This is an optimization exercise on Yosys and OpenROAD, whose aim is small area, not a production implementation. Where RTL was checked, it was by simulation tests only, not by an equivalence proof against the original. Power figures rest on the tool's default switching activity, not on a simulated workload.

==> flow/design.v (excerpt) <==
module Core(clk, reset, config_en, config_in, config_out, in0, in1, in2, in3, in4, in5, in6, in7, out0, out1, out2, out3, out4, out5, out6, out7);
Size in the first run: ~15000 cells after synthesis, roughly 1100 flip-flops, roughly 260 I/O pins.
Settings: LEC_CHECK=0, CAP_MARGIN=20, CORE_MARGIN=2, CORE_UTILIZATION=40, SLEW_MARGIN=20, SYNTH_HIERARCHICAL=1; clock period 10.0 ns.
standard.sh (not shown) runs the stock make flow with config.mk's settings and CLKGATE_MAP_FILE= SYNTH_SCRIPT=/design/flow/synth_recipe.tcl, a recipe that flattens the netlist after the stock synthesis.
==> flow/flow/run.sh <==
#!/bin/bash
# Own layout flow: the standard ORFS flow, except that synthesis maps the
# combinational logic with an area-oriented ABC script (flow/abc_area.script)
# instead of ORFS's delay-oriented one. Everything else (yosys passes, register
# mapping, flattening and renaming, floorplan, placement, CTS, routing) is the
# standard flow, run through a copy of standard.sh.
set -euo pipefail
HERE=$(pwd)
FLOWDIR=$HERE/flow
mkdir -p $HERE/custom
# ORFS synth.tcl with the final technology-mapping abc call using our script
sed 's#^\(\s*\)log_cmd abc {\*}\$abc_args$#\1log_cmd abc {*}[lreplace $abc_args 1 1 '"$FLOWDIR"'/abc_area.script]#' \
    $FLOW_HOME/scripts/synth.tcl > $HERE/custom/synth.tcl
grep -q "abc_area.script\]" $HERE/custom/synth.tcl
# The standard flow's synthesis wrapper, sourcing the patched synth.tcl
sed 's#source \$::env(SCRIPTS_DIR)/synth.tcl#source '"$HERE"'/custom/synth.tcl#' synth_recipe.tcl > $HERE/custom/synth_recipe.tcl
grep -q "custom/synth.tcl" $HERE/custom/synth_recipe.tcl
# standard.sh with our synthesis script
sed 's#SYNTH_SCRIPT=[^ ]*synth_recipe.tcl#SYNTH_SCRIPT='"$HERE"'/custom/synth_recipe.tcl#' standard.sh > $HERE/custom/standard.sh
grep -q "custom/synth_recipe.tcl" $HERE/custom/standard.sh
bash $HERE/custom/standard.sh finish > $HERE/flow.log 2>&1
==> flow/flow/abc_area.script <==
&get -n
&st
&dch
&nf -p -R 1000
&put
Then changed:
--- a/flow/design.v
+++ b/flow/design.v
@@ -9,36 +9,16 @@
 	output y;
 	assign y = ~(a ^ b);
 endmodule
 module XOR2(a, b, y);
 	input a, b;
 	output y;
 	assign y = a ^ b;
 endmodule
-module O22AI(a1, a2, b1, b2, y);
-	input a1, a2, b1, b2;
-	output y;
-	assign y = ~((a1 | a2) & (b1 | b2));
-endmodule
-module O21AI(a1, a2, b1, y);
-	input a1, a2, b1;
-	output y;
-	assign y = ~((a1 | a2) & b1);
-endmodule
-module O211AI(a1, a2, b1, c1, y);
-	input a1, a2, b1, c1;
-	output y;
-	assign y = ~((a1 | a2) & b1 & c1);
-endmodule
-module NAND2(a, b, y);
-	input a, b;
-	output y;
-	assign y = ~(a & b);
-endmodule
 module INV(a, y);
 	input a;
 	output y;
 	assign y = ~a;
 endmodule
 module GI(gh, th, gl, y);
 	input gh, th, gl;
 	output y;
@@ -73,31 +53,23 @@
 	wire big = ~&bn[15:4];
 	wire t00 = o_sub;                               
 	wire t01 = o_add | o_or | o_xor | o_pb;         
 	wire t10 = o_or | o_xor | o_pa | o_sub;         
 	wire t11 = o_add | o_and | o_or | o_pb | o_pa;  
 	wire [3:0] lo = {bn[1:0] == 2'd0, bn[1:0] == 2'd1, bn[1:0] == 2'd2, bn[1:0] == 2'd3};
 	wire [3:0] hi = {4{o_sh & ~big}} & {bn[3:2] == 2'd0, bn[3:2] == 2'd1, bn[3:2] == 2'd2, bn[3:2] == 2'd3};
 	wire cinn = ~o_sub;
-	wire [15:0] x, yv, w, rn, decn;
-	wire shrn = ~o_shr;
-	wire muln = ~o_mul;
-	wire onen = ~o_one;
+	wire [15:0] x, yv, w, rn;
 	genvar i;
 	generate for (i = 0; i < 16; i = i + 1) begin : g
-		O22AI xm(.a1(o_shr), .a2(an[i]), .b1(shrn), .b2(an[15 - i]), .y(x[i]));
-		O22AI ym(.a1(o_shr), .a2(rn[i]), .b1(shrn), .b2(rn[15 - i]), .y(y[i]));
-		NAND2 dn(.a(lo[i % 4]), .b(hi[i / 4]), .y(decn[i]));
-		if (i == 0) begin : y0
-			O211AI yg(.a1(muln), .a2(bn[i]), .b1(decn[i]), .c1(onen), .y(yv[i]));
-		end else begin : yi
-			O21AI yg(.a1(muln), .a2(bn[i]), .b1(decn[i]), .y(yv[i]));
-		end
+		assign x[i] = o_shr ? ~an[15 - i] : ~an[i];
+		assign yv[i] = (o_mul & ~bn[i]) | (lo[i % 4] & hi[i / 4]) | ((i == 0) & o_one);
 		assign w[i] = an[i] ? (bn[i] ? t00 : t01) : (bn[i] ? t10 : t11);
+		assign y[i] = o_shr ? ~rn[15 - i] : ~rn[i];
 	end endgenerate
 	wire wn0 = ~w[0];
 	wire [15:0] ppn0;
 	wire [14:0] ppn1;
 	wire [13:0] ppn2;
 	wire [12:0] ppn3;
 	wire [11:0] ppn4;
 	wire [10:0] ppn5;
Result: Routed wire length decreases by about 4.4%. Non-clock buffer count drops by 139. Die area rose by 0.84%. Register-to-register slack gets better by 40 ps. Setup slack improved by 39 ps. Fmax rises by 0.41%. Sequential share of layout area hardly moves. Total power shrinks by about 11%. Cell count is lower by about 4.6%. Sequential power goes down by about 1%. Synthesized cell count decreases by about 5.4%. Count of clock-buffer cells in the layout goes up by 11. Combinational power falls by about 14%. Critical path depth increases by 2.
Only the layout flow was run in the second run of this note; the RTL was not checked for function there.

* * *

== JK ==
Another version of the RTL of Core (not shown whole).
Size in the first run: ~1100 flip-flops, roughly 260 I/O pins, about 0.13 mm2 of cells after synthesis.
Settings: LEC_CHECK=0, CAP_MARGIN=20, CORE_MARGIN=2, CORE_UTILIZATION=40, SLEW_MARGIN=20, SYNTH_HIERARCHICAL=1; clock period 10.0 ns.
==> flow/flow/run.sh <==
#!/bin/bash
# Own layout flow: the standard ORFS flow, except that
#  * synthesis maps the combinational logic with an area-oriented ABC script
#    (flow/abc_area.script) instead of ORFS's delay-oriented one; every other
#    synthesis pass (register mapping, flattening, renaming) is the standard flow's own;
#  * the ORFS variables listed in flow/extra_args (one NAME=value per line) are
#    passed to make on top of the standard flow's settings; a line DONT_USE_ADD=cells adds
#    cells to the platform's DONT_USE_CELLS list.
# The rest (floorplan, placement, CTS, routing, final) is the standard flow,
# run through a copy of the standard.sh. Each tool writes its full log under
# orfs/logs/ as usual; make's own output goes to flow.log.
set -euo pipefail
HERE=$(pwd)
FLOWDIR=$HERE/flow
mkdir -p $HERE/custom
# ORFS synth.tcl with the final technology-mapping abc call using our script
sed 's#^\(\s*\)log_cmd abc {\*}\$abc_args$#\1log_cmd abc {*}[lreplace $abc_args 1 1 '"$FLOWDIR"'/abc_area.script]#' \
    $FLOW_HOME/scripts/synth.tcl > $HERE/custom/synth.tcl
grep -q "abc_area.script\]" $HERE/custom/synth.tcl
# The standard flow's synthesis wrapper, sourcing the patched synth.tcl
sed 's#source \$::env(SCRIPTS_DIR)/synth.tcl#source '"$HERE"'/custom/synth.tcl#' synth_recipe.tcl > $HERE/custom/synth_recipe.tcl
grep -q "custom/synth.tcl" $HERE/custom/synth_recipe.tcl
# standard.sh with our synthesis script
sed 's#SYNTH_SCRIPT=[^ ]*synth_recipe.tcl#SYNTH_SCRIPT='"$HERE"'/custom/synth_recipe.tcl#' standard.sh > $HERE/custom/standard.sh
grep -q "custom/synth_recipe.tcl" $HERE/custom/standard.sh
EXTRA=()
if [[ -f $FLOWDIR/extra_args ]]; then
  while IFS= read -r line; do
    [[ -z "$line" || "$line" == \#* ]] && continue
    if [[ "$line" == DONT_USE_ADD=* ]]; then
      base=$(make --no-print-directory -C $FLOW_HOME DESIGN_CONFIG=$FLOW_CONFIG WORK_HOME=$HERE/orfs print-DONT_USE_CELLS 2>/dev/null | sed -n 's/^DONT_USE_CELLS: //p')
      [[ -n "$base" ]]
      EXTRA+=("DONT_USE_CELLS=$base ${line#DONT_USE_ADD=}")
    else
      EXTRA+=("$line")
    fi
  done < $FLOWDIR/extra_args
fi
printf '%s\n' "${EXTRA[@]}" > $HERE/custom/extra_args.used
bash $HERE/custom/standard.sh "${EXTRA[@]}" finish > $HERE/flow.log 2>&1
Other scripts of this flow, unchanged in this note and not shown: flow/flow/abc_area.script, flow/flow/extra_args
What MS does differently from JK at the input level:
--- a/flow/design.v
+++ b/flow/design.v
@@ -724,42 +724,35 @@
 	wire n199;
 	wire n200;
 	FA fa200(.a(n168), .b(n169), .c(n198), .s(n199), .co(n200));
 	wire n201;
 	wire n202;
 	FA fa202(.a(n170), .b(n171), .c(n200), .s(n201), .co(n202));
 	wire g8 = ~(n172 | n173);
 	wire tp8 = ~(n172 & n173);
-	wire h8;
-	XOR2 px8(.a(n172), .b(n173), .y(h8));
+	wire h8 = n172 ^ n173;
 	wire g9 = ~(n174 | n175);
 	wire tp9 = ~(n174 & n175);
-	wire h9;
-	XOR2 px9(.a(n174), .b(n175), .y(h9));
+	wire h9 = n174 ^ n175;
 	wire g10 = ~(n176 | n177);
 	wire tp10 = ~(n176 & n177);
-	wire h10;
-	XOR2 px10(.a(n176), .b(n177), .y(h10));
+	wire h10 = n176 ^ n177;
 	wire g11 = ~(n178 | n179);
 	wire tp11 = ~(n178 & n179);
-	wire h11;
-	XOR2 px11(.a(n178), .b(n179), .y(h11));
+	wire h11 = n178 ^ n179;
 	wire g12 = ~(n180 | n181);
 	wire tp12 = ~(n180 & n181);
-	wire h12;
-	XOR2 px12(.a(n180), .b(n181), .y(h12));
+	wire h12 = n180 ^ n181;
 	wire g13 = ~(n182 | n183);
 	wire tp13 = ~(n182 & n183);
-	wire h13;
-	XOR2 px13(.a(n182), .b(n183), .y(h13));
+	wire h13 = n182 ^ n183;
 	wire g14 = ~(n184 | n185);
 	wire tp14 = ~(n184 & n185);
-	wire h14;
-	XOR2 px14(.a(n184), .b(n185), .y(h14));
+	wire h14 = n184 ^ n185;
 	wire n203;
 	INV iv203(.a(n202), .y(n203));
 	wire n204;
 	GI gi204(.gh(g8), .th(tp8), .gl(n203), .y(n204));
 	wire n205;
 	GI gi205(.gh(g10), .th(tp10), .gl(g9), .y(n205));
 	wire n206;
 	assign n206 = ~(tp10 & tp9);
- MS: flow complete, layout not clean; failing: capacitance limit, slew limit
- Synthesized cell count (MS over JK): increase, 1.3%
- In MS relative to JK, detailed router's first-iteration violation count had gone down by a little under 10%.
- Compared with JK, MS shows a die span in x that is 0.86% higher.
- The number of buffers created by CTS in MS was lower than what JK gave.
- From JK to MS the numbers moved as follows: final wirelength went down, internal portion of total power went up, number of multi-input logic gates went down.
- Lower met1 usage in global routing was reported by MS, not JK.
- Diff JK and MS: critical path depth in cells higher in JK
- MS ended up with cfg[203]$_DFF_PP0_ as its critical path launch point; JK ended up with cfg[231]$_DFF_PP0_.

[static timing again, ports no longer ideal]
In the flow no input, the clock included, has a driving cell. The finished layouts below were timed again as built, in two steps.
Step 1 assumes that a clkbuf_16 drives the clock port and a buf_2 every other input.
Step 2 also shifts input and output timing later by t, the mid clock arrival at the registers, as if the neighbouring blocks saw the same clock.
a / b / c = no drivers / after step 1 / after step 2; a / b = the first two.
run	shift t [ns]	setup WS [ns]	latest minus earliest clock arrival (ns)
the first run of note 1	0.961	0.507 / 0.507 / 0.507	0.063 / 0.062
the second run of note 1	0.986	0.546 / 0.546 / 0.546	0.089 / 0.089
JK	1.008	0.688 / 0.688 / 0.688	0.174 / 0.174
MS	0.973	0.470 / 0.470 / 0.470	0.158 / 0.159
